Source: an optimization exercise on an open RTL-to-GDS flow (aim: small area). Production flows keep margins and buffers that such runs may drop.
In this exercise RTL edits were held to simulation tests only and were not proved equivalent to the original.
No driver is modelled on the clock port, so clocking that relies on it looks cheaper here than on a real chip.
Power figures rest on the tool's default switching activity, not on a simulated workload.

--- design/flow/design.v ---
module sent_tx(
	input clk,
	input reset,
	input enable,
	input channel_format,  
	input optional_pause,
	input config_bit,
	input [3:0] id_4bit,
	input [7:0] id_8bit,
	input [11:0] data_12bit,
	input [15:0] data_16bit,
	input [7:0] data_short,
	input [2:0] fast_format,
	input [15:0] data_f1,
	input [11:0] data_f2,
	output reg data_pulse,
	output busy
	);
	localparam IDLE = 2'd0;
	localparam SYNC = 2'd1;
	localparam NIB = 2'd2;
	localparam PAUSE = 2'd3;
	function [3:0] crc4_t;
		input [3:0] v;
		integer i;
		begin
			crc4_t = v;
			for (i = 0; i < 4; i = i + 1)
				crc4_t = {crc4_t[2:0], 1'b0} ^ (crc4_t[3] ? 4'b1101 : 4'b0000);
		end
	endfunction
	reg [1:0] tcnt;
	reg ticks;
	always @(posedge clk or posedge reset) begin
		if (reset) begin
			tcnt <= 0;
			ticks <= 0;
		end
		else begin
			tcnt <= tcnt + 1'b1;
			ticks <= (tcnt == 2'd3);
		end
	end
	reg [1:0] state;
	reg pulse_done;
	reg [8:0] fcnt;        
	reg [3:0] pcnt;        
	reg [3:0] nib;         
	reg [2:0] rem;         
	reg [4:0] frame;
	reg ser_fmt;
	reg [7:0] secure_count;
	reg [3:0] crc_fast;
	reg [23:0] fdata;
	reg st;                
	reg [11:0] s2;         
	reg [11:0] b3;         
	reg [5:0] crc_ser;     
	assign busy = (state != IDLE);
	wire last = ser_fmt ? (frame == 5'd17) : (frame == 5'd15);
	wire frame_end = pulse_done && ((state == NIB && rem == 3'd0 && !optional_pause) || state == PAUSE);
	wire frame_start = (state == IDLE && enable) || (frame_end && !last);
	always @(posedge clk or posedge reset) begin
		if (reset) begin
			data_pulse <= 1'b1;
		end
		else if (ticks) begin
			data_pulse <= (state == IDLE) || (pcnt >= 4'd5);
		end
	end
	wire pend = (state == SYNC) ? (fcnt == 9'b101110010) :
		    (state == NIB) ? (pcnt == 4'd11) :
		    (fcnt == 9'b101110111);
	wire nibdec = state == NIB && pcnt == 4'd5 && nib != 4'd0;
	always @(posedge clk) begin
		pulse_done <= ticks && (state != IDLE) && pend;
		if (state == IDLE) pcnt <= 0;
		else if (ticks) begin
			fcnt <= {fcnt[7:0], fcnt[8] ^ fcnt[4]};
			if (pend) pcnt <= 0;
			else if (pcnt != 4'd15 && !nibdec) pcnt <= pcnt + 1'b1;
		end
		if (ticks && nibdec)
			nib <= nib - 1'b1;
		if (frame_start) fcnt <= 9'd1;
		if (state == SYNC && pulse_done)
			nib <= {ser_fmt ? (frame < 5'd6 || b3[11]) : (frame == 5'd0),
				ser_fmt ? crc_ser[5] : s2[11], 2'b00};
		if (state == NIB && pulse_done && rem != 3'd0)
			nib <= (rem == 3'd1) ? crc_fast : fdata[23:20];
	end
	always @(posedge clk or posedge reset) begin
		if (reset) begin
			state <= IDLE;
			secure_count <= 0;
		end
		else begin
			if (frame_start && fast_format == 3'd3) secure_count <= secure_count + 1'b1;
			case (state)
				IDLE: if (enable) state <= SYNC;
				SYNC: if (pulse_done) state <= NIB;
				NIB: if (pulse_done && rem == 3'd0) begin
					if (optional_pause) state <= PAUSE;
					else if (last) state <= IDLE;
					else begin
						state <= SYNC;
					end
				end
				PAUSE: if (pulse_done) begin
					if (last) state <= IDLE;
					else state <= SYNC;
				end
			endcase
		end
	end
	always @(posedge clk) begin
		if (state == IDLE) begin
			frame <= 0;
			ser_fmt <= channel_format;
		end
		else if (frame_start) frame <= frame + 1'b1;
	end
	wire cfb = crc_fast[3] ^ fdata[23];
	always @(posedge clk) begin
		if (frame_start) begin
			crc_fast <= 4'b0011;   
			case (fast_format)
				3'd1: rem <= 3'd4;
				3'd2: rem <= 3'd5;
				default: rem <= 3'd7;
			endcase
			case (fast_format)
				3'd1: fdata <= {data_f1[11:0], 12'b0};
				3'd2: fdata <= {1'b0, data_f1[11:9], 1'b0, data_f1[8:6], 1'b0, data_f1[5:3], 1'b0, data_f1[2:0], 8'b0};
				3'd3: fdata <= {data_f1[11:0], secure_count, ~data_f1[11:8]};
				3'd4: fdata <= {data_f1[11:0], 12'b0};
				3'd5: fdata <= {data_f1[13:0], data_f2[1:0], data_f2[5:2], data_f2[9:6]};
				3'd6: fdata <= {data_f1[15:0], data_f2[3:0], data_f2[7:4]};
				default: fdata <= {data_f1[11:0], data_f2[3:0], data_f2[7:4], data_f2[11:8]};
			endcase
		end
		else begin
			if (state == NIB && pulse_done && rem != 3'd0) rem <= rem - 1'b1;
			if (ticks && state == NIB && !st && pcnt < 4'd4) begin
				crc_fast <= {crc_fast[2] ^ cfb, crc_fast[1] ^ cfb, crc_fast[0], cfb};
				fdata <= {fdata[22:0], 1'b0};
			end
		end
		if (pulse_done) st <= (state == SYNC);
	end
	wire calc = ticks && state == SYNC && frame == 5'd0 && pcnt < 4'd12;
	wire [5:0] c6a = {crc_ser[4:0], 1'b0} ^ ((crc_ser[5] ^ s2[11]) ? 6'b011001 : 6'b0);
	wire [5:0] c6b = {c6a[4:0], 1'b0} ^ ((c6a[5] ^ b3[11]) ? 6'b011001 : 6'b0);
	wire [3:0] c4 = {crc_ser[4:2], 1'b0} ^ ((crc_ser[5] ^ s2[11]) ? 4'b1101 : 4'b0);
	always @(posedge clk) begin
		if (state == IDLE && enable) begin
			crc_ser <= channel_format ? 6'b111011 : 6'b001111;
			s2 <= !channel_format ? {id_4bit, data_short} : config_bit ? data_16bit[11:0] : data_12bit;
			b3 <= config_bit ? {1'b0, 1'b1, id_4bit, 1'b0, data_16bit[15:12], 1'b0}
					 : {1'b0, 1'b0, id_8bit[7:4], 1'b0, id_8bit[3:0], 1'b0};
		end
		else if (calc) begin
			s2 <= {s2[10:0], s2[11]};
			b3 <= {b3[10:0], b3[11]};
			crc_ser <= ser_fmt ? c6b : {c4, crc_ser[1:0]};
		end
		else if (state == SYNC && pulse_done) begin
			s2 <= {s2[10:0], crc_ser[5]};
			crc_ser <= {crc_ser[4:0], s2[11]};
			if (frame >= 5'd6) b3 <= {b3[10:0], b3[11]};
		end
	end
endmodule
--- design/flow/flow/run.sh ---
#!/bin/bash
# The standard layout (standard.sh) with three changes:
#  - synthesis maps the logic with the area-oriented ABC script flow/abc_area.script
#    (a copy of ORFS's scripts folder in which only abc_speed.script is replaced);
#  - the port buffers use the smallest buffer cell;
#  - the clock tree uses clkbuf_8 buffers and no dummy loads.
set -euo pipefail
here=$(pwd)
rm -rf "$here/orfs_scripts"
cp -r "$FLOW_HOME/scripts" "$here/orfs_scripts"
cp "$here/flow/abc_area.script" "$here/orfs_scripts/abc_speed.script"
bash standard.sh "SCRIPTS_DIR=$here/orfs_scripts" synth > synth.log 2>&1
bash standard.sh \
  "BUFFER_PORTS_ARGS=-buffer_cell sky130_fd_sc_hd__buf_1" \
  "CTS_ARGS=-sink_clustering_enable -repair_clock_nets -dont_use_dummy_load -buf_list sky130_fd_sc_hd__clkbuf_8 -root_buf sky130_fd_sc_hd__clkbuf_8 -sink_buffer_max_cap_derate 1.0 -sink_clustering_size 30" \
  finish > layout.log 2>&1
--- design/flow/flow/abc_area.script ---
strash
&get -n
&fraig -x
&put
scorr
dc2
strash
&get -n
&deepsyn -T 60
&dch -f
&nf -R 1000
&put
dnsize -c
--- design/flow/standard.sh ---
#!/bin/bash
# synth_recipe.tcl (not shown) runs the flow's synth.tcl, then flattens the netlist and writes it again
# the make line also repeats each setting of config.mk as NAME=value (left out here)
make -C /OpenROAD-flow-scripts/flow DESIGN_CONFIG=/design/flow/config.mk WORK_HOME=/design/flow/orfs CLKGATE_MAP_FILE= SYNTH_SCRIPT=/design/flow/synth_recipe.tcl "${@:-finish}"
--- design/flow/config.mk ---
export PLATFORM = sky130hd
export DESIGN_NAME = sent_tx
export DESIGN_NICKNAME = sent_tx
export VERILOG_FILES = /design/flow/design.v
export SDC_FILE = /design/flow/constraint.sdc
export NUM_CORES = 4
export LEC_CHECK = 0
export CAP_MARGIN = 0
export CORE_MARGIN = 2
export CORE_UTILIZATION = 60
export SLEW_MARGIN = 0
--- design/flow/constraint.sdc ---
create_clock -name core_clock -period 10.0 [get_ports {clk}]
set_input_delay 2.0000 -clock core_clock [delete_from_list [all_inputs] [get_ports {clk}]]
set_output_delay 2.0000 -clock core_clock [all_outputs]
set_load 0.01 [all_outputs]
==> results.rst, run 1 <==
.. list-table::
   :header-rows: 1

   * - Metric
     - Value
   * - Count of nets left with antenna violations after detail routing
     - 0
   * - Mapped Area
     - between 0.004 and 0.005 mm2
   * - Placed Cells
     - 658
   * - Antenna violations before repair
     - 0
   * - Worst hold stages
     - 1
   * - Yosys top cell by area
     - edfxtp_1
   * - Post-detailed-route wirelength per cell
     - between 15 and 20 um
   * - Core box area
     - between 0.008 and 0.009 mm2
   * - Category of the critical setup timing path
     - input pin to flip-flop
   * - Count of standard-cell rows
     - 33
   * - DRC violation count after routing
     - 0
   * - Register clock-pin slew on the reported worst setup and hold paths
     - 90 ps
   * - Hold Crit Class
     - flip-flop to flip-flop
   * - Area Growth Syn to Fin
     - 12.1%
   * - Number of detailed-route iterations in the first pass
     - 6
   * - Inserted Diodes
     - 0
   * - Die extent in x
     - 95.0 um
   * - Die area
     - 0.00903 mm2
   * - Worst Min Path Start
     - tcnt[0]
   * - Layout Cells excl Fill
     - 667
   * - Drt via density
     - 6.30
   * - Endpoint with the worst hold slack
     - tcnt[0]
   * - Post-detailed-routing wire length
     - between 10000 and 15000 um
   * - Net Count, Synth
     - 566
   * - Crit end category
     - flip-flop
   * - Buffer cell driving the clock tree root
     - clkbuf_8
   * - Worst vdd ir
     - 0.110 mV
   * - Number of hold-slack violations in the final timing report
     - 0
   * - RSZ-0062 raised after global routing
     - no
   * - Post-Syn Instances
     - 464
   * - Async S/R FF share, synth
     - 14.0%
   * - Result of the run
     - finished clean
   * - Max-cap check violation count
     - 0
   * - Final count of pins violating max slew
     - 0
   * - Sequential fraction of the synthesis area
     - 54.4%
   * - CTS tree
     - done
   * - Transition at the pin with the smallest max-transition slack
     - about 1200 ps
   * - Top library cells by usage in the layout, fill and taps aside
     - 86 x buf_1, 63 x edfxtp_1, 50 x nand2_1
   * - Hold bufs inserted after CTS
     - 0
   * - Post-CTS sizing
     - 0
   * - Number of ports placed on the die boundary
     - 87
   * - R2R depth
     - 11
   * - Number of port buffers
     - 86
   * - Setup tns final
     - 0 ps
   * - Fraction of the cycle the final worst path needs
     - 48.5%
   * - Initial core utilization
     - 61.1%
   * - Capturing point of the worst reg2reg path
     - fdata[1]
   * - WP data required
     - a little over 10000 ps
   * - Number of H-tree levels
     - 3
   * - Share of Yosys cell area claimed by the top area cell type
     - 38.1%
   * - Routability congestion estimate from global placement
     - 0.871
   * - Crit path arrival time
     - 5020 ps
   * - Number of enable-type register cells in the synthesized netlist
     - 63
   * - Gr ovfl total
     - 0
   * - Wire length of the first global-routing pass
     - 18600 um
   * - Number of violations reported at the end of detailed-routing iteration 0
     - 384
   * - Register-to-register setup slack
     - 5930 ps
   * - Pin count of the biggest net entering global routing
     - 35
   * - Overall via count from detail_route
     - between 4k and 5k
   * - Main synth FF type
     - edfxtp_1
   * - Worst hold-check slack
     - roughly 460 ps
   * - Worst setup skew after layout
     - 25.4 ps
   * - Leading cell type in the layout, fill and taps excluded
     - buf_1
   * - Insertion delay of the later-clocked pin in the worst-skew pair
     - 360 ps
   * - Share of cells above drive strength 1
     - 2.49%
   * - Power density relative to cell area
     - 235 mW/mm2
   * - Clock buffer count from CTS
     - 9
   * - Synth Warn #
     - 1
   * - Number of sinks driven by the clock tree
     - 100
   * - Type of element launching the critical path
     - input pin
   * - Count of filler cells inserted in the layout
     - 681
   * - Total global-route track usage
     - 26.6%
   * - Final setup violation count
     - 0
   * - Largest driver fanout on the critical path
     - 34
   * - Distinct cell type count after synthesis
     - 42
   * - Dpl hpwl
     - 8280 um
   * - R2r startpoint
     - state[0]
   * - Top cells by area, synth
     - edfxtp_1 38%, dfxtp_1 9.3%, dfrtp_1 6.5%
   * - Static Leakage
     - roughly 2 nW
   * - Number of setup buffers added after CTS
     - 0
   * - Sum of internal, switching and leakage power
     - around 1.3 mW
   * - Max frequency
     - 206 MHz
   * - Clock Path Buffers
     - 2
   * - Worst slew margin
     - between 20 and 25%
   * - Post-Synthesis Mean Instance Area
     - roughly 11 um2
   * - Y dimension of the die
     - between 90 and 100 um
   * - Clock period minus worst slack
     - 4850 ps
   * - Number of flip-flops and latches in the synthesized netlist
     - 100
   * - Net count, final
     - 666
   * - Via count of the first global-routing pass
     - 3986
[worst max-delay path by stage]
stage | startpoint | to | depth (start not counted)
floorplan | optional_pause | fdata[1] | 8
global placement | optional_pause | fdata[1] | 10
detailed placement | optional_pause | fdata[3] | 10
CTS | optional_pause | fdata[1] | 10
global route | optional_pause | fdata[2] | 10
finish | optional_pause | fdata[1] | 10
[state kept, by name, summed over array words and instances (netlist names)]
| name | cells |
|---|---|
| ticks | 1 |
| nib | 4 |
| pulse_done | 1 |
| rem | 3 |
| fdata | 24 |
| crc_fast | 4 |
| secure_count | 8 |
| pcnt | 4 |
| ser_fmt | 1 |
| st | 1 |
| crc_ser | 6 |
| fcnt | 9 |
| b3 | 12 |
| frame | 5 |
| state | 2 |
| tcnt | 2 |
| s2 | 12 |
| data_pulse | 1 |
[stage by stage]
step	setup slack [ps]	instance area [um2]	util [%]
6_report	5150	5570	68.5
5_1_grt	4870	5570	68.5
4_1_cts	5260	5570	68.5
3_5_place_dp	4890	5450	67.0
3_3_place_gp	4980	5450	67.0
2_1_floorplan	5140	4970	-
[kinds of logic (layout without fill, tap and decap cells)]
logic type	after synthesis	after routing	synth area share [%]
buffers and inverters	31	129	2.34
DFF	100	100	54.4
xor gates and xnor gates	20	20	3.52
muxes	4	4	0.831
AOI/OAI and AO/OA	138	138	20.0
and+or+nand+nor	154	154	14.7
adders and majority gates	17	17	4.28
[metal layers]
metal	GRT usage [%]	routed length [um]
met2	45.2	5820
met3	3.40	766
met5	0	0
met1	35.3	4880
met4	9.78	189
[critical path, cell delays in order]
cell,delay (ps)
buf_1,100
nor3b_1,200
o21ai_0,100
nor3_1,740
nor2_2,40
buf_4,260
nor2_1,270
and2_0,880
a222oi_1,280
o211ai_1,140
[final cells by class]
type                    count  area (um2)  share of cell area (%)
multi-input cells         333        2150                    38.6
flip-flops and latches    100        2700                    48.5
inverters                  31         116                    2.09
clock buffers               9         124                    2.22
repair buffers             89         345                    6.20
well taps                 105         131                    2.36
[power breakdown]
group | total (mW) | switching [mW] | internal, mW
combinational | 0.403 | 0.231 | 0.171
sequential | 0.705 | 0.0823 | 0.622
clock | 0.202 | 0.121 | 0.0811
[synth_stat cells, types with 8 or more instances]
cell and count:
edfxtp_1 63, nand2_1 50, nor2_1 42, clkinv_1 31, a222oi_1 30, o22ai_1 29
dfxtp_1 23, a21oi_1 22, ha_1 17, o21ai_0 16, a22oi_1 14, xnor2_1 14
dfrtp_1 13, nor3_1 13, a22o_1 8
==> run 2: changes to the inputs <==
==> design/flow/run.sh (new file) <==
#!/bin/bash
# synth_recipe.tcl (not shown) runs the flow's synth.tcl, then flattens the netlist and writes it again
# the make line also repeats each setting of config.mk as NAME=value (left out here)
make -C /OpenROAD-flow-scripts/flow DESIGN_CONFIG=/design/flow/config.mk WORK_HOME=/design/flow/orfs CLKGATE_MAP_FILE= SYNTH_SCRIPT=/design/flow/synth_recipe.tcl finish
removed: design/flow/flow/run.sh
removed: design/flow/flow/abc_area.script
removed: design/flow/standard.sh
==> results.rst, run 2 <==
.. list-table::
   :header-rows: 1

   * - Metric
     - Value
   * - Y dimension of the die
     - 105 um
   * - Most crowded layer after global routing
     - met2
   * - Post-CTS sizing
     - 0
   * - Register share of total power
     - 49.8%
   * - Number of setup buffers added after CTS
     - 0
   * - Type of element launching the critical path
     - input pin
   * - Result of the run
     - finished clean
   * - Dpl hpwl
     - around 10000 um
   * - Net Count, Synth
     - 760
   * - Number of port buffers
     - 86
   * - Minimum setup slack in the final design
     - 5620 ps
   * - Die area
     - between 0.01 and 0.015 mm2
   * - Clock buffer count from CTS
     - 9
   * - Synth Warn #
     - 1
   * - Async S/R FF share, synth
     - between 10% and 20%
   * - Met1 usage
     - 33.3%
   * - Net count, final
     - 815
   * - Worst hold-check slack
     - ~430 ps
   * - Number of flip-flops and latches in the synthesized netlist
     - 100
   * - Largest driver fanout on the critical path
     - 29
   * - Power density relative to cell area
     - 194 mW/mm2
   * - Post-Syn Instances
     - between 600 and 700
   * - Die extent in x
     - 105 um
   * - Overall via count from detail_route
     - 5030
   * - Max-cap check violation count
     - 0
   * - Largest register by flop count
     - fdata
   * - Share of Yosys cell area claimed by the top area cell type
     - 31.1%
   * - Worst slack at placement
     - 5270 ps
   * - WP data required
     - 10080 ps
   * - Number of H-tree levels
     - 3
   * - Post-detailed-route wirelength per cell
     - 16.6 um
   * - Category of the critical setup timing path
     - input pin to flip-flop
   * - Wire length of the first global-routing pass
     - 22900 um
   * - Count of filler cells inserted in the layout
     - 768
   * - Register clock-pin slew on the reported worst setup and hold paths
     - approximately 90 ps
   * - Total area of sequential cells
     - 0.00270 mm2
   * - Most common cell in the netlist
     - nand2_1
   * - Total global-route track usage
     - 26.0%
   * - Drt via density
     - 5.91
   * - Setup tns final
     - 0 ps
   * - Antenna violations before repair
     - 0
   * - Transition at the pin with the smallest max-transition slack
     - 1060 ps
   * - Main synth FF type
     - edfxtp_1
   * - Largest register FFs
     - 24
   * - Number of detailed-route iterations in the first pass
     - 5
   * - Distinct cell type count after synthesis
     - 64
   * - Post-detailed-routing wire length
     - 14100 um
   * - Comb power frac
     - between 30% and 40%
   * - Gr ovfl total
     - 0
   * - Mapped Area
     - roughly 0.0061 mm2
   * - Number of hold-slack violations in the final timing report
     - 0
   * - Initial core utilization
     - 61.9%
   * - Worst slew margin
     - 29.1%
   * - Switching power
     - 0.469 mW
   * - Leading cell type in the layout, fill and taps excluded
     - nand2_1
   * - Number of ports placed on the die boundary
     - 87
   * - Fraction of the cycle the final worst path needs
     - 43.8%
   * - Top post-synthesis cells by count
     - 103 x nand2_1, 63 x edfxtp_1, 56 x a21oi_1, 44 x nor2_1, 37 x mux2i_1
   * - Number of enable-type register cells in the synthesized netlist
     - 63
   * - Clock Path Buffers
     - 2
   * - Count of nets left with antenna violations after detail routing
     - 0
   * - Placed inst area
     - just under 0.007 mm2
   * - Crit end category
     - flip-flop
   * - Area Growth Syn to Fin
     - 17.1%
   * - Count of standard-cell rows
     - 36
   * - Pin count of the biggest net entering global routing
     - 53
   * - Int Power
     - 0.913 mW
   * - RSZ-0062 raised after global routing
     - no
   * - Final count of pins violating max slew
     - 0
   * - Insertion delay of the later-clocked pin in the worst-skew pair
     - roughly 370 ps
   * - Yosys top cell by area
     - edfxtp_1
   * - Number of sinks driven by the clock tree
     - 100
   * - Fraction of power spent switching nets
     - 33.9%
   * - Worst setup skew after layout
     - a little over 8 ps
   * - Register-to-register setup slack
     - 6920 ps
   * - Core box area
     - 0.00982 mm2
   * - Sequential fraction of the synthesis area
     - 44.5%
   * - Worst vdd ir
     - around 0.12 mV
   * - Post-Synthesis Mean Instance Area
     - slightly above 9 um2
   * - Final non-filler cell area
     - roughly 0.0071 mm2
   * - Hold Crit Class
     - flip-flop to flip-flop
   * - Clock period minus worst slack
     - about 4400 ps
   * - Share of cells above drive strength 1
     - 4.46%
   * - Met3 usage in global routing
     - 4.12%
   * - Crit path arrival time
     - 4460 ps
   * - Regs by FF count
     - fdata (24), b3 (12), s2 (12)
   * - Number of violations reported at the end of detailed-routing iteration 0
     - around 310
   * - Grt met2 use
     - a little under half
   * - Static Leakage
     - 2.76 nW
   * - Via count of the first global-routing pass
     - 4757
   * - Utilization of the core after routing
     - between 70% and 80%
   * - Max frequency
     - 228 MHz
   * - Portion of total power attributed to the clock network
     - 18.1%
   * - Inserted Diodes
     - 0
   * - Top cells by area, synth
     - edfxtp_1 31%, dfxtp_1 7.6%, nand2_1 6.4%
   * - Top library cells by usage in the layout, fill and taps aside
     - 103 x nand2_1, 86 x clkdlybuf4s50_1, 63 x edfxtp_1
   * - Hold bufs inserted after CTS
     - 0
   * - Final setup violation count
     - 0
   * - Routability congestion estimate from global placement
     - 0.896
   * - Area of the multi-input gates
     - around 0.0031 mm2
   * - Buffer cell driving the clock tree root
     - clkbuf_8
   * - DRC violation count after routing
     - 0
   * - CTS tree
     - done
## run 2: cell type report
cell class | instances | area share [%]
Multi-Input combinational cell | 494 | 43.5
Sequential cell | 100 | 38.0
Inverter | 17 | 0.896
Tap cell | 133 | 2.34
Timing Repair Buffer | 91 | 12.6
Clock inverter | 2 | 0.211
Clock buffer | 14 | 2.44
## run 2: logic make-up (layout without fill, tap and decap cells)
| group | count (synthesis) | after routing | synth area share [%] |
|---|---|---|---|
| AO/OA/AOI/OAI | 196 | 196 | 20.5 |
| XOR/XNOR | 20 | 20 | 3.23 |
| adder cells (fa/ha/maj) | 17 | 17 | 3.50 |
| buffers and inverters | 64 | 124 | 4.55 |
| flip-flops | 100 | 100 | 44.5 |
| multiplexers | 38 | 38 | 6.28 |
| AND/OR/NAND/NOR | 223 | 223 | 17.5 |
## run 2: routing by layer
metal  vias to the layer above  part of all wire [%]
met1                      2350                    42
met2                       161                    51
met4                         0                   1.5
li1                       2496                     -
met5                         -                     0
met3                        23                   5.9
## run 2: worst paths after layout
path / cells after the start / to / start
worst max-delay path: 5 / fdata[20] / fast_format[1]
worst min-delay path: 1 / tcnt[0] / tcnt[0]
worst max register to register: 6 / fdata[16] / state[0]
worst min register to register: 1 / tcnt[0] / tcnt[0]
max in group asynchronous: 2 / data_pulse / reset
min in group asynchronous: 2 / secure_count[0] / reset
## run 2: critical path: stages
cell             delay, ps
clkdlybuf4s50_1        900
nor2b_1                620
a21boi_0               340
a221oi_1               440
a21oi_1                150
## run 2: stage by stage
stage,std cells,power [mW]
floorplan,658,1.00
global placement,835,1.11
detailed placement,835,1.14
CTS,851,1.38
global route,851,1.47
finish,851,1.38
## run 2: power by group through the flow
stage / Sequential, mW / Combinational [mW] / Clock, mW
2_1_floorplan: 0.663 / 0.341 / 0
3_3_place_gp: 0.689 / 0.423 / 0
3_5_place_dp: 0.695 / 0.441 / 0
4_1_cts: 0.687 / 0.444 / 0.252
5_1_grt: 0.704 / 0.500 / 0.269
6_report: 0.688 / 0.444 / 0.250
==> run 3: changes to the inputs <==
==> design/flow/flow/run.sh (new file) <==
#!/bin/bash
# The standard layout (standard.sh) with three changes:
#  - synthesis maps the logic with the area-oriented ABC script flow/abc_area.script
#    (a copy of ORFS's scripts folder in which only abc_speed.script is replaced);
#  - the port buffers use the smallest buffer cell;
#  - the clock tree uses clkbuf_8 buffers and no dummy loads, and flow/post_cts.tcl
#    then downsizes the root buffer and the leaf buffers with small fanout.
set -euo pipefail
here=$(pwd)
rm -rf "$here/orfs_scripts"
cp -r "$FLOW_HOME/scripts" "$here/orfs_scripts"
cp "$here/flow/abc_area.script" "$here/orfs_scripts/abc_speed.script"
bash standard.sh "SCRIPTS_DIR=$here/orfs_scripts" synth > synth.log 2>&1
bash standard.sh \
  "BUFFER_PORTS_ARGS=-buffer_cell sky130_fd_sc_hd__buf_1" \
  "CTS_ARGS=-sink_clustering_enable -repair_clock_nets -dont_use_dummy_load -buf_list sky130_fd_sc_hd__clkbuf_8 -root_buf sky130_fd_sc_hd__clkbuf_8" \
  "POST_CTS_TCL=$here/flow/post_cts.tcl" \
  finish > layout.log 2>&1
==> design/flow/flow/abc_area.script (new file) <==
strash
&get -n
&fraig -x
&put
scorr
dc2
strash
&get -n
&deepsyn -T 60
&dch -f
&nf -R 1000
&put
dnsize -c
==> design/flow/flow/post_cts.tcl (new file) <==
# After clock tree synthesis: the root clock buffer only drives the eight leaf
# buffers, so it becomes a clkbuf_2; leaf buffers driving at most 11 flip-flops
# become clkbuf_4. Both keep the flip-flop clock slew well under the limit.
foreach inst [[ord::get_db_block] getInsts] {
  set name [$inst getName]
  set master [[$inst getMaster] getName]
  if {$master ne "sky130_fd_sc_hd__clkbuf_8" || ![string match "clkbuf_*_clk" $name]} {
    continue
  }
  set fanout [expr {[llength [[[$inst findITerm X] getNet] getITerms]] - 1}]
  if {$name eq "clkbuf_0_clk"} {
    replace_cell $name sky130_fd_sc_hd__clkbuf_2
  } elseif {$fanout <= 11} {
    replace_cell $name sky130_fd_sc_hd__clkbuf_4
  }
}
estimate_parasitics -placement
==> design/flow/standard.sh (new file) <==
#!/bin/bash
# synth_recipe.tcl (not shown) runs the flow's synth.tcl, then flattens the netlist and writes it again
# the make line also repeats each setting of config.mk as NAME=value (left out here)
make -C /OpenROAD-flow-scripts/flow DESIGN_CONFIG=/design/flow/config.mk WORK_HOME=/design/flow/orfs CLKGATE_MAP_FILE= SYNTH_SCRIPT=/design/flow/synth_recipe.tcl "${@:-finish}"
removed: design/flow/run.sh
==> results.rst, run 3 <==
.. list-table::
   :header-rows: 1

   * - Metric
     - Value
   * - Count of nets left with antenna violations after detail routing
     - 0
   * - Number of enable-type register cells in the synthesized netlist
     - 63
   * - Top post-synthesis cells by count
     - 63 x edfxtp_1, 50 x nand2_1, 42 x nor2_1, 31 x clkinv_1, 30 x a222oi_1
   * - Number of port buffers
     - between 80 and 90
   * - Layout Cells excl Fill
     - around 670
   * - Capturing point of the worst reg2reg path
     - fdata[2]
   * - Fraction of power spent switching nets
     - 33.7%
   * - Register share of total power
     - a little over half
   * - Most crowded layer after global routing
     - met2
   * - Comb power frac
     - 31.3%
   * - Mapped Area
     - 0.00497 mm2
   * - Drt via density
     - approximately 6.3
   * - Post-detailed-route wirelength per cell
     - 17.5 um
   * - Fraction of the cycle the final worst path needs
     - between 40% and 50%
   * - Share of Yosys cell area claimed by the top area cell type
     - 38.1%
   * - WP data required
     - just over 10000 ps
   * - Async S/R FF share, synth
     - 14.0%
   * - Via count of the first global-routing pass
     - 3988
   * - RSZ-0062 raised after global routing
     - no
   * - Worst hold-check slack
     - roughly 460 ps
   * - Register-to-register setup slack
     - 5960 ps
   * - Largest stage delay, worst path
     - between 800 and 900 ps
   * - Synth Warn #
     - 1
   * - Share of cells above drive strength 1
     - 2.49%
   * - Number of flip-flops and latches in the synthesized netlist
     - 100
   * - Pin count of the biggest net entering global routing
     - 35
   * - Post-Synthesis Mean Instance Area
     - 10.7 um2
   * - Hold Crit Class
     - flip-flop to flip-flop
   * - Crit path arrival time
     - 5000 ps
   * - Gr ovfl total
     - 0
   * - Dpl hpwl
     - 8280 um
   * - Distinct cell type count after synthesis
     - 42
   * - Leading cell type in the layout, fill and taps excluded
     - buf_1
   * - Transition at the pin with the smallest max-transition slack
     - 1190 ps
   * - Crit end category
     - flip-flop
   * - Initial core utilization
     - 61.1%
   * - R2R depth
     - 11
   * - Final count of pins violating max slew
     - 0
   * - Crit path buf inv count
     - 2
   * - Final setup violation count
     - 0
   * - Number of violations reported at the end of detailed-routing iteration 0
     - 360
   * - Overall via count from detail_route
     - 4206
   * - Max-cap check violation count
     - 0
   * - Wire length of the first global-routing pass
     - 18600 um
   * - Register clock-pin slew on the reported worst setup and hold paths
     - 90 ps
   * - Cell type group with the largest total delay on the critical path
     - simple AND/OR/NAND/NOR gates
   * - Net count, final
     - between 600 and 700
   * - Die area
     - 0.00903 mm2
   * - Worst setup skew after layout
     - ~35 ps
   * - Routability congestion estimate from global placement
     - 0.871
   * - Top cells by area, synth
     - edfxtp_1 38%, dfxtp_1 9.3%, dfrtp_1 6.5%
   * - Utilization of the core after routing
     - 68.2%
   * - Insertion delay of the later-clocked pin in the worst-skew pair
     - 530 ps
   * - Grt met2 use
     - between 40% and 50%
   * - Count of standard-cell rows
     - 33
   * - Post-Syn Instances
     - 464
   * - Area Growth Syn to Fin
     - 11.6%
   * - R2r startpoint
     - state[0]
   * - Y dimension of the die
     - 95.0 um
   * - Type of element launching the critical path
     - input pin
   * - Result of the run
     - finished clean
   * - Most common cell in the netlist
     - edfxtp_1
   * - DRC violation count after routing
     - 0
   * - Largest register FFs
     - 24
   * - CTS tree
     - done
   * - Switching power
     - 0.433 mW
   * - Int Power
     - between 0.8 and 0.9 mW
   * - Regs by FF count
     - fdata (24), b3 (12), s2 (12)
   * - Portion of total power attributed to the clock network
     - 14.0%
   * - Sequential fraction of the synthesis area
     - a little over half
   * - Worst slew margin
     - 20.3%
   * - Worst Min Path Start
     - tcnt[0]
   * - Total global-route track usage
     - roughly a quarter
   * - Category of the critical setup timing path
     - input pin to flip-flop
   * - Largest register by flop count
     - fdata
   * - Met3 usage in global routing
     - 3.40%
   * - Main synth FF type
     - edfxtp_1
   * - Ordered cell list for the critical path
     - buf_1 -> nor3b_1 -> o21ai_0 -> nor3_1 -> nor2_2 -> buf_4 -> nor2_1 -> and2_0 -> a222oi_1 -> o211ai_1
   * - Max frequency
     - about 210 MHz
   * - Top library cells by usage in the layout, fill and taps aside
     - 86 x buf_1, 63 x edfxtp_1, 50 x nand2_1
   * - Static Leakage
     - between 1.5 and 2 nW
   * - Number of sinks driven by the clock tree
     - 100
   * - Antenna violations before repair
     - 0
   * - Crit-path slowest cell
     - and2_0
   * - Worst vdd ir
     - 0.109 mV
   * - Clock period minus worst slack
     - 4660 ps
   * - Power density relative to cell area
     - approximately 230 mW/mm2
   * - Setup tns final
     - 0 ps
   * - Placed Cells
     - 658
   * - Die extent in x
     - 95.0 um
   * - Yosys top cell by area
     - edfxtp_1
   * - Core box area
     - around 0.0081 mm2
   * - Endpoint with the worst hold slack
     - tcnt[0]
   * - Number of detailed-route iterations in the first pass
     - 5
   * - Met1 usage
     - 35.3%
   * - Number of ports placed on the die boundary
     - just under 90
   * - Stages on the worst setup path
     - 10
   * - Net Count, Synth
     - between 500 and 600
   * - Number of hold-slack violations in the final timing report
     - 0
   * - Inserted Diodes
     - 0
   * - Post-detailed-routing wire length
     - between 10000 and 15000 um
   * - Largest driver fanout on the critical path
     - 34
   * - Worst hold stages
     - 1
run 3: cell types whose count changed after synthesis, sizes merged, moves of 27 or more:
| cell | previous run | this run |
|---|---|---|
| o22ai | 2 | 29 |
| a222oi | 0 | 30 |
| clkinv | 0 | 31 |
| nand2 | 103 | 50 |
| a21oi | 58 | 22 |
| mux2i | 37 | 3 |
| o21ai | 61 | 16 |
run 3: area by class of cell:
| cell class | instances | area (um2) |
|---|---|---|
| sequential | 100 | 2700 |
| fill | 687 | 2590 |
| multi-input combinational | 333 | 2150 |
| timing repair buffer | 89 | 345 |
| tap | 105 | 131 |
| inverter | 31 | 116 |
| clock buffer | 9 | 96.3 |
run 3: metrics by stage:
stage | power, mW | area (um2) | setup slack, ps
3_5_place_dp | 1.11 | 5450 | 4890
5_1_grt | 1.37 | 5550 | 5030
6_report | 1.29 | 5550 | 5340
3_3_place_gp | 1.09 | 5450 | 4980
2_1_floorplan | 0.984 | 4970 | 5140
run 3: kinds of logic (layout without fill, tap and decap cells):
logic type / after synthesis / after routing / synth area share, %
AND/OR/NAND/NOR: 154 / 154 / 14.7
AO/OA/AOI/OAI: 138 / 138 / 20.0
flip-flops: 100 / 100 / 54.4
buffers and inverters: 31 / 129 / 2.34
XOR/XNOR: 20 / 20 / 3.52
adder cells (fa/ha/maj): 17 / 17 / 4.28
multiplexers: 4 / 4 / 0.831
run 3: routing by layer:
| metal | vias to the layer above | part of all wire, % |
|---|---|---|
| li1 | 2009 | - |
| met4 | 0 | 1.6 |
| met2 | 189 | 50 |
| met3 | 21 | 6.8 |
| met1 | 1987 | 42 |
| met5 | - | 0 |
run 3: worst max-delay path by stage:
stage                         startpoint       end  slack, ps
final                     optional_pause  fdata[2]       5340
after global routing      optional_pause  fdata[2]       5030
after detailed placement  optional_pause  fdata[3]       4890
after global placement    optional_pause  fdata[1]       4980
after floorplan           optional_pause  fdata[1]       5140
run 3: power groups by stage:
stage	clock (mW)	combinational [mW]	sequential, mW
3_5_place_dp	0	0.401	0.712
2_1_floorplan	0	0.300	0.684
5_1_grt	0.197	0.458	0.718
6_report	0.180	0.402	0.704
3_3_place_gp	0	0.385	0.706

[what the ideal ports hide]
Ports are ideal in the flow. The routed layouts listed here were re-timed in OpenROAD. Step 1 sets driving cells, clkbuf_16 on the clock port and buf_2 on the other inputs (assumed; they add their load-dependent delay and slew). Step 2 moves the port delays by t, midway between the first and last clock arrival at a register: inputs arrive t later, outputs are due t later. That takes back most of the time a late clock gives input paths. Three values: ideal, step 1, step 2; two values: the first two.
run	t (ns)	setup WS [ns]	latest minus earliest clock arrival (ns)	slew at the worst register clock pin (ns)
run 1	0.382	5.151 / 5.160 / 4.779	0.025 / 0.025	0.10 / 0.10
run 2	0.399	5.616 / 5.626 / 5.227	0.008 / 0.008	0.09 / 0.09
run 3	0.549	5.344 / 5.351 / 4.802	0.035 / 0.036	0.12 / 0.12
After both steps every run listed still meets setup and hold. For run 3, which loses most, drivers alone change the setup slack by +0.007 ns; drivers and shift together by -0.542 ns.
